What follows belongs to an exercise in optimizing a design on an open flow for small area; a production flow would make more cautious choices. Function was checked by simulation only, so behaviour that the tests miss may differ from the original. No driver is modelled on the clock port, so clocking that relies on it looks cheaper here than on a real chip. Power and IR drop assume default switching activity.

==> inputs of job 9318 <==
==> flow/design.v <==
`timescale 1ns / 1ps
module top_uart (
    input wire clk,
    input wire reset,
    input wire rx,  
    output wire tx,  
    output wire rx_done_tick,  
    output wire tx_done_tick,  
    output wire fifo_full,  
    output wire fifo_empty  
);
    reg [4:0] bc;
    wire tick = (bc == 5'd6);
    always @(posedge clk or posedge reset)
        if (reset) bc <= 5'd0;
        else bc <= tick ? 5'd1 : {bc[3:0], ~(bc[4] ^ bc[2])};
    reg [7:0] rc;
    reg [7:0] rb;
    wire r_data = rc[7];
    wire r_ctrl = ~rc[7] & ~rc[6] & rc[4];
    assign rx_done_tick = r_ctrl & ~rc[0];
    always @(posedge clk or posedge reset)
        if (reset) rc <= 8'h11;
        else if (r_ctrl) rc <= rx ? 8'h11 : 8'h78;
        else if (tick) rc <= rc + 8'd1;
    always @(posedge clk)
        if (tick & r_data & (rc[3:0] == 4'hF)) rb <= {rx, rb[7:1]};
    reg [7:0] tc;
    reg [7:0] tb;
    wire t_ctrl = tc[7] & tc[5];
    wire t_start = (tc[7:4] == 4'h0);
    wire pop = t_ctrl & tc[1] & tc[0];
    assign tx_done_tick = t_ctrl & ~tc[1] & ~tc[0];
    assign tx = t_start ? 1'b0 : (tc[7] & (tc[5] | tc[4])) ? 1'b1 : tb[tc[6:4]];
    wire t_inc = t_ctrl ? (tc[1] | ~tc[0] | ~fifo_empty) : tick;
    always @(posedge clk or posedge reset)
        if (reset) tc <= 8'hA1;
        else if (pop) tc <= 8'h00;
        else if (t_inc) tc <= tc + 8'd1;
    reg [3:0] wp, rp;      
    reg last_wr;           
    reg pend;              
    reg [7:0] ring [0:15];
    wire eq = (wp == rp);
    assign fifo_empty = eq & ~last_wr;
    assign fifo_full = eq & last_wr;
    wire wr = rx_done_tick & ~fifo_full;
    wire wr_now = pend & (wp == 4'd1) & ~(fifo_full & t_start);
    wire [7:0] ring_in = wr_now ? rb : ring[0];
    always @(posedge clk or posedge reset)
        if (reset) begin
            wp <= 4'd0;
            rp <= 4'd0;
            last_wr <= 1'b0;
            pend <= 1'b0;
        end else begin
            wp <= wp - {3'd0, ~wr};
            rp <= rp - {3'd0, ~pop};
            if (wr != pop) last_wr <= wr;
            pend <= wr | (pend & ~wr_now);
        end
    integer i;
    always @(posedge clk) begin
        for (i = 0; i < 15; i = i + 1) ring[i] <= ring[i + 1];
        ring[15] <= ring_in;
    end
    always @(posedge clk)
        if (t_start & (rp == 4'd1)) tb <= {ring_in[6:0], ring_in[7]};
endmodule
==> flow/flow/run.sh <==
#!/bin/bash
# The standard layout (standard.sh: ORFS from synthesis to the final layout) with:
#  - synthesis: the standard flow's script (flow/synth_own.tcl), but ABC maps the logic once with each
#    script in flow/abc/ and keeps the smallest mapping, and Yosys does not map adders to
#    half/full-adder cells first (ADDER_MAP_FILE empty), which leaves that logic to ABC too;
#  - port buffers: sky130_fd_sc_hd__buf_1 on every input and output;
#  - before the post-placement repair, high-fanout inv_1 cells become inv_2 (same size, twice
#    the drive; flow/upsize_inverters.tcl);
#  - clock tree: clkbuf_8 buffers and no dummy loads; then (flow/downsize_clock.tcl, run at the
#    end of the CTS step) each clock buffer is made as small as it can be while every flip-flop
#    clock pin's slew, estimated from placement, stays at or under 120 ps.
# make's full output goes to make_finish.log; each ORFS step keeps its own log under orfs/logs.
set -euo pipefail
W=$(pwd)
OWN_ABC_SCRIPTS=""
for f in "$W"/flow/abc/*.script; do OWN_ABC_SCRIPTS="$OWN_ABC_SCRIPTS $f"; done
export OWN_ABC_SCRIPTS
export OWN_CLK_SLEW=0.120
bash standard.sh \
  "SYNTH_SCRIPT=$W/flow/synth_own.tcl" \
  "ADDER_MAP_FILE=" \
  "BUFFER_PORTS_ARGS=-buffer_cell sky130_fd_sc_hd__buf_1" \
  "CTS_ARGS=-sink_clustering_enable -repair_clock_nets -buf_list sky130_fd_sc_hd__clkbuf_8 -dont_use_dummy_load" \
  "PRE_RESIZE_TCL=$W/flow/upsize_inverters.tcl" \
  "POST_CTS_TCL=$W/flow/downsize_clock.tcl" \
  finish > make_finish.log 2>&1
==> flow/flow/abc/a12.script <==
strash
dc2
dc2
dch -f
amap
topo
==> flow/flow/abc/a13.script <==
strash
ifraig
dc2
dch -f
amap
topo
==> flow/flow/abc/a14.script <==
&get -n
&st
&syn2
&synch2
&put
dch -f
amap
topo
==> flow/flow/abc/a16.script <==
strash
dc2
dch -f
amap
strash
dch -f
amap
topo
==> flow/flow/abc/a2.script <==
&get -n
&st
&dch
&nf
&st
&syn2
&if -g -K 6
&synch2
&nf
&st
&syn2
&if -g -K 6
&synch2
&nf
&st
&syn2
&if -g -K 6
&synch2
&nf
&st
&syn2
&if -g -K 6
&synch2
&nf
&st
&syn2
&if -g -K 6
&synch2
&nf
&st
&dch -f
&nf -a
&put
==> flow/flow/abc/a8.script <==
&get -n
&st
&dch -f
&nf -a -R 1000
&st
&syn3
&dch -f
&nf -a -R 1000
&put
==> flow/flow/abc/a9.script <==
strash
dc2
dch -f
amap
topo
==> flow/flow/downsize_clock.tcl <==
# Clock-tree buffer downsizing, run after CTS (POST_CTS_TCL): each clock buffer is set to the
# smallest of clkbuf_2, clkbuf_4 and its own cell with which every flip-flop clock pin's
# slew, estimated from placement, stays under OWN_CLK_SLEW (ns).
set own_limit [expr {[info exists ::env(OWN_CLK_SLEW)] ? $::env(OWN_CLK_SLEW) : 0.120}]
proc own_clk_max_slew {} {
  set m 0
  foreach p [get_pins -hierarchical */CLK] {
    foreach prop {slew_max_rise slew_max_fall} {
      set s [get_property $p $prop]
      if { $s > $m } { set m $s }
    }
  }
  return $m
}
estimate_parasitics -placement
puts "OWN_CTS: max flip-flop clock slew before [own_clk_max_slew]"
set own_bufs {}
foreach inst [get_cells *] {
  set ref [get_property $inst ref_name]
  if { [string match sky130_fd_sc_hd__clkbuf_* $ref] } { lappend own_bufs $inst }
}
# leaves first (they drive flip-flops), the root last
set own_bufs [lsort -command {apply {{a b} {
  set ra [string match *clkbuf_0_* [get_full_name $a]]
  set rb [string match *clkbuf_0_* [get_full_name $b]]
  expr {$ra - $rb}
}}} $own_bufs]
foreach inst $own_bufs {
  set orig [get_property $inst ref_name]
  foreach cand {sky130_fd_sc_hd__clkbuf_2 sky130_fd_sc_hd__clkbuf_4} {
    if { $cand eq $orig } { break }
    replace_cell $inst $cand
    estimate_parasitics -placement
    if { [own_clk_max_slew] <= $own_limit } {
      puts "OWN_CTS: [get_full_name $inst] $orig -> $cand"
      set orig ""
      break
    }
    replace_cell $inst $orig
    estimate_parasitics -placement
  }
}
puts "OWN_CTS: max flip-flop clock slew after [own_clk_max_slew]"
==> flow/flow/synth_own.tcl <==
# The standard synthesis script (synth_recipe.tcl), with one change: the logic is mapped by
# ABC once with each of the scripts in OWN_ABC_SCRIPTS, and the mapping with the smallest cell
# area is kept (ORFS's own script maps it once with abc_speed.script).
proc synth {args} { yosys synth -nofsm -noshare {*}$args }
proc my_own_area {} {
  set f $::env(RESULTS_DIR)/own_abc_stat.txt
  yosys tee -q -o $f stat -liberty [lindex $::env(LIB_FILES) 0]
  set fh [open $f r]; set t [read $fh]; close $fh
  if { ![regexp {Chip area for module[^:]*:\s*([0-9.]+)} $t -> a] } { error "no area in stat output" }
  return $a
}
proc abc {args} {
  set i [lsearch -exact $args -script]
  if { $i < 0 } { yosys abc {*}$args; return }
  yosys design -save own_pre_abc
  set best ""
  set best_area 0
  foreach sc $::env(OWN_ABC_SCRIPTS) {
    yosys design -load own_pre_abc
    lset args [expr {$i + 1}] $sc
    if { [catch { yosys abc {*}$args } msg] } {
      puts "OWN_ABC: $sc failed: $msg"
      continue
    }
    set a [my_own_area]
    puts "OWN_ABC: $sc area $a"
    if { $best eq "" || $a < $best_area } { set best $sc; set best_area $a }
  }
  puts "OWN_ABC: keeping $best (area $best_area)"
  yosys design -load own_pre_abc
  lset args [expr {$i + 1}] $best
  yosys abc {*}$args
}
source $::env(SCRIPTS_DIR)/synth.tcl
# left out here: clear keep_hierarchy, flatten, clean up, hide names made inside functions, write 1_2_yosys.v
==> flow/flow/upsize_inverters.tcl <==
# Run before the post-placement repair (PRE_RESIZE_TCL): an inv_1 or clkinv_1 that drives more
# than 12 pins (the inverted reset, for one) becomes an inv_2, a cell of the same size with twice
# the drive, so that repair_design does not need a large buffer on its net.
foreach inst [get_cells *] {
  set ref [get_property $inst ref_name]
  if { $ref ne "sky130_fd_sc_hd__inv_1" && $ref ne "sky130_fd_sc_hd__clkinv_1" } { continue }
  set out [get_pins -of_objects $inst -filter "direction == output"]
  set net [get_nets -of_objects $out]
  set fanout [llength [get_pins -of_objects $net -filter "direction == input"]]
  if { $fanout > 12 } {
    puts "OWN_INV: [get_full_name $inst] $ref -> sky130_fd_sc_hd__inv_2 (fanout $fanout)"
    replace_cell $inst sky130_fd_sc_hd__inv_2
  }
}
==> flow/standard.sh <==
#!/bin/bash
# synth_recipe.tcl (not shown) runs the flow's synth.tcl, then flattens the netlist and writes it again
# the make line also repeats each setting of config.mk as NAME=value (left out here)
make -C /OpenROAD-flow-scripts/flow DESIGN_CONFIG=/design/flow/config.mk WORK_HOME=/design/flow/orfs CLKGATE_MAP_FILE= SYNTH_SCRIPT=/design/flow/synth_recipe.tcl "${@:-finish}"
==> flow/config.mk <==
export PLATFORM = sky130hd
export DESIGN_NAME = top_uart
export DESIGN_NICKNAME = top_uart
export VERILOG_FILES = /design/flow/design.v
export SDC_FILE = /design/flow/constraint.sdc
export NUM_CORES = 4
export LEC_CHECK = 0
export CAP_MARGIN = 20
export CORE_MARGIN = 2
export CORE_UTILIZATION = 40
export SLEW_MARGIN = 20
==> flow/constraint.sdc <==
create_clock -name core_clock -period 10.0 [get_ports {clk}]
set_input_delay 2.0000 -clock core_clock [delete_from_list [all_inputs] [get_ports {clk}]]
set_output_delay 2.0000 -clock core_clock [all_outputs]
set_load 0.01 [all_outputs]
==> job 1320 (differences from job 9318) <==
--- a/flow/design.v
+++ b/flow/design.v
@@ -12,6 +12,6 @@
     reg [4:0] bc;
-    wire tick = (bc == 5'd6);
+    wire tick = (bc == 5'd27);
     always @(posedge clk or posedge reset)
         if (reset) bc <= 5'd0;
-        else bc <= tick ? 5'd1 : {bc[3:0], ~(bc[4] ^ bc[2])};
+        else bc <= tick ? 5'd1 : bc + 5'd1;
     reg [7:0] rc;
==> flow/flow/run.sh (replaced) <==
#!/bin/bash
# The standard layout (standard.sh: ORFS from synthesis to the final layout) with:
#  - synthesis: the standard flow's script (flow/synth_own.tcl), but ABC maps the logic once with each
#    script in flow/abc/ and keeps the smallest mapping, and Yosys does not map adders to
#    half/full-adder cells first (ADDER_MAP_FILE empty), which leaves that logic to ABC too;
#  - port buffers: sky130_fd_sc_hd__buf_1 on every input and output;
#  - clock tree: clkbuf_8 buffers and no dummy loads.
# make's full output goes to make_finish.log; each ORFS step keeps its own log under orfs/logs.
set -euo pipefail
W=$(pwd)
OWN_ABC_SCRIPTS=""
for f in "$W"/flow/abc/*.script; do OWN_ABC_SCRIPTS="$OWN_ABC_SCRIPTS $f"; done
export OWN_ABC_SCRIPTS
bash standard.sh \
  "SYNTH_SCRIPT=$W/flow/synth_own.tcl" \
  "ADDER_MAP_FILE=" \
  "BUFFER_PORTS_ARGS=-buffer_cell sky130_fd_sc_hd__buf_1" \
  "CTS_ARGS=-sink_clustering_enable -repair_clock_nets -buf_list sky130_fd_sc_hd__clkbuf_8 -dont_use_dummy_load" \
  finish > make_finish.log 2>&1
removed: flow/flow/downsize_clock.tcl
removed: flow/flow/upsize_inverters.tcl
==> job 7899 (differences from job 9318) <==
--- a/flow/design.v
+++ b/flow/design.v
@@ -12,6 +12,6 @@
     reg [4:0] bc;
-    wire tick = (bc == 5'd6);
+    wire tick = (bc == 5'd27);
     always @(posedge clk or posedge reset)
         if (reset) bc <= 5'd0;
-        else bc <= tick ? 5'd1 : {bc[3:0], ~(bc[4] ^ bc[2])};
+        else bc <= tick ? 5'd1 : bc + 5'd1;
     reg [7:0] rc;
--- a/flow/flow/run.sh
+++ b/flow/flow/run.sh
@@ -6,4 +6,2 @@
 #  - port buffers: sky130_fd_sc_hd__buf_1 on every input and output;
-#  - before the post-placement repair, high-fanout inv_1 cells become inv_2 (same size, twice
-#    the drive; flow/upsize_inverters.tcl);
 #  - clock tree: clkbuf_8 buffers and no dummy loads; then (flow/downsize_clock.tcl, run at the
@@ -23,3 +21,2 @@
   "CTS_ARGS=-sink_clustering_enable -repair_clock_nets -buf_list sky130_fd_sc_hd__clkbuf_8 -dont_use_dummy_load" \
-  "PRE_RESIZE_TCL=$W/flow/upsize_inverters.tcl" \
   "POST_CTS_TCL=$W/flow/downsize_clock.tcl" \
removed: flow/flow/upsize_inverters.tcl
==> summary.txt <==
- Reg2reg end: tb[2]
- Hold_sp: ring[8][2]
- Net switching power: 0.196 mW
- Fmax: 233 MHz
- Met1 usage: 14.2%
- Initial DRC Count: 117
- Layout filler cell count: 991
- Reg2Reg Depth: 8
- Number of global-route vias before repair: 2134
- Final GP Congestion: 0.786
- Worst slew pin tran: 0.847 ns
- Die Area: 12200 sq um
- Status: complete, no violations
[end of results for job 1320]
==> summary.txt <==
- Status: complete, no violations
- Net switching power: 0.192 mW
- Setup ws final: 5.60 ns
- Initial DRC Count: 92
- Reg2reg end: tb[3]
- Final-report max-slew violation count: 0
- Layout filler cell count: 1008
- Met1 usage: 14.3%
- Area contributors post-synth: dfxtp_1, dfrtp_1, edfxtp_1
- Hold_sp: ring[6][1]
- Final GP Congestion: 0.786
- Reg2Reg Depth: 8
- Worst slew pin tran: 0.850 ns
- Netlist Area Pre-Place: 4540 sq um
- Die Area: 12200 sq um
[end of results for job 7899]
==> summary.txt <==
- Status: complete, no violations
- Fmax: 236 MHz
- Final GP Congestion: 0.761
- Net switching power: 0.192 mW
- Worst slew pin tran: 0.805 ns
- Hold_sp: ring[6][6]
- Layout filler cell count: 977
[end of results for job 9318]

re-timing with driven ports:
No port has a modelled driver above. Below, the same layouts with a new extraction and two added sets of constraints.
Step 1: set_driving_cell puts a clkbuf_16 on clk and a buf_2 on each other input, an assumption about the parent block.
Step 2 adds t to the input delays and takes it off the output delays; t is the mean of the earliest and latest rising clock arrival at the registers after step 1. Input paths then give back, and output paths get back, about the clock's delay inside the block.
a / b / c = ideal ports / drivers / drivers and shift; a / b = the first two.
run | shift t [ns] | setup slack, ns | slew at the worst register clock pin (ns) | pins driven straight from the clock port
job 9318 | 0.525 | 5.768 / 5.739 / 6.264 | 0.12 / 0.12 | 1
job 1320 | 0.445 | 5.717 / 5.685 / 6.130 | 0.09 / 0.09 | 1
job 7899 | 0.529 | 5.604 / 5.575 / 6.104 | 0.12 / 0.12 | 1
After both steps every run listed still meets setup and hold.
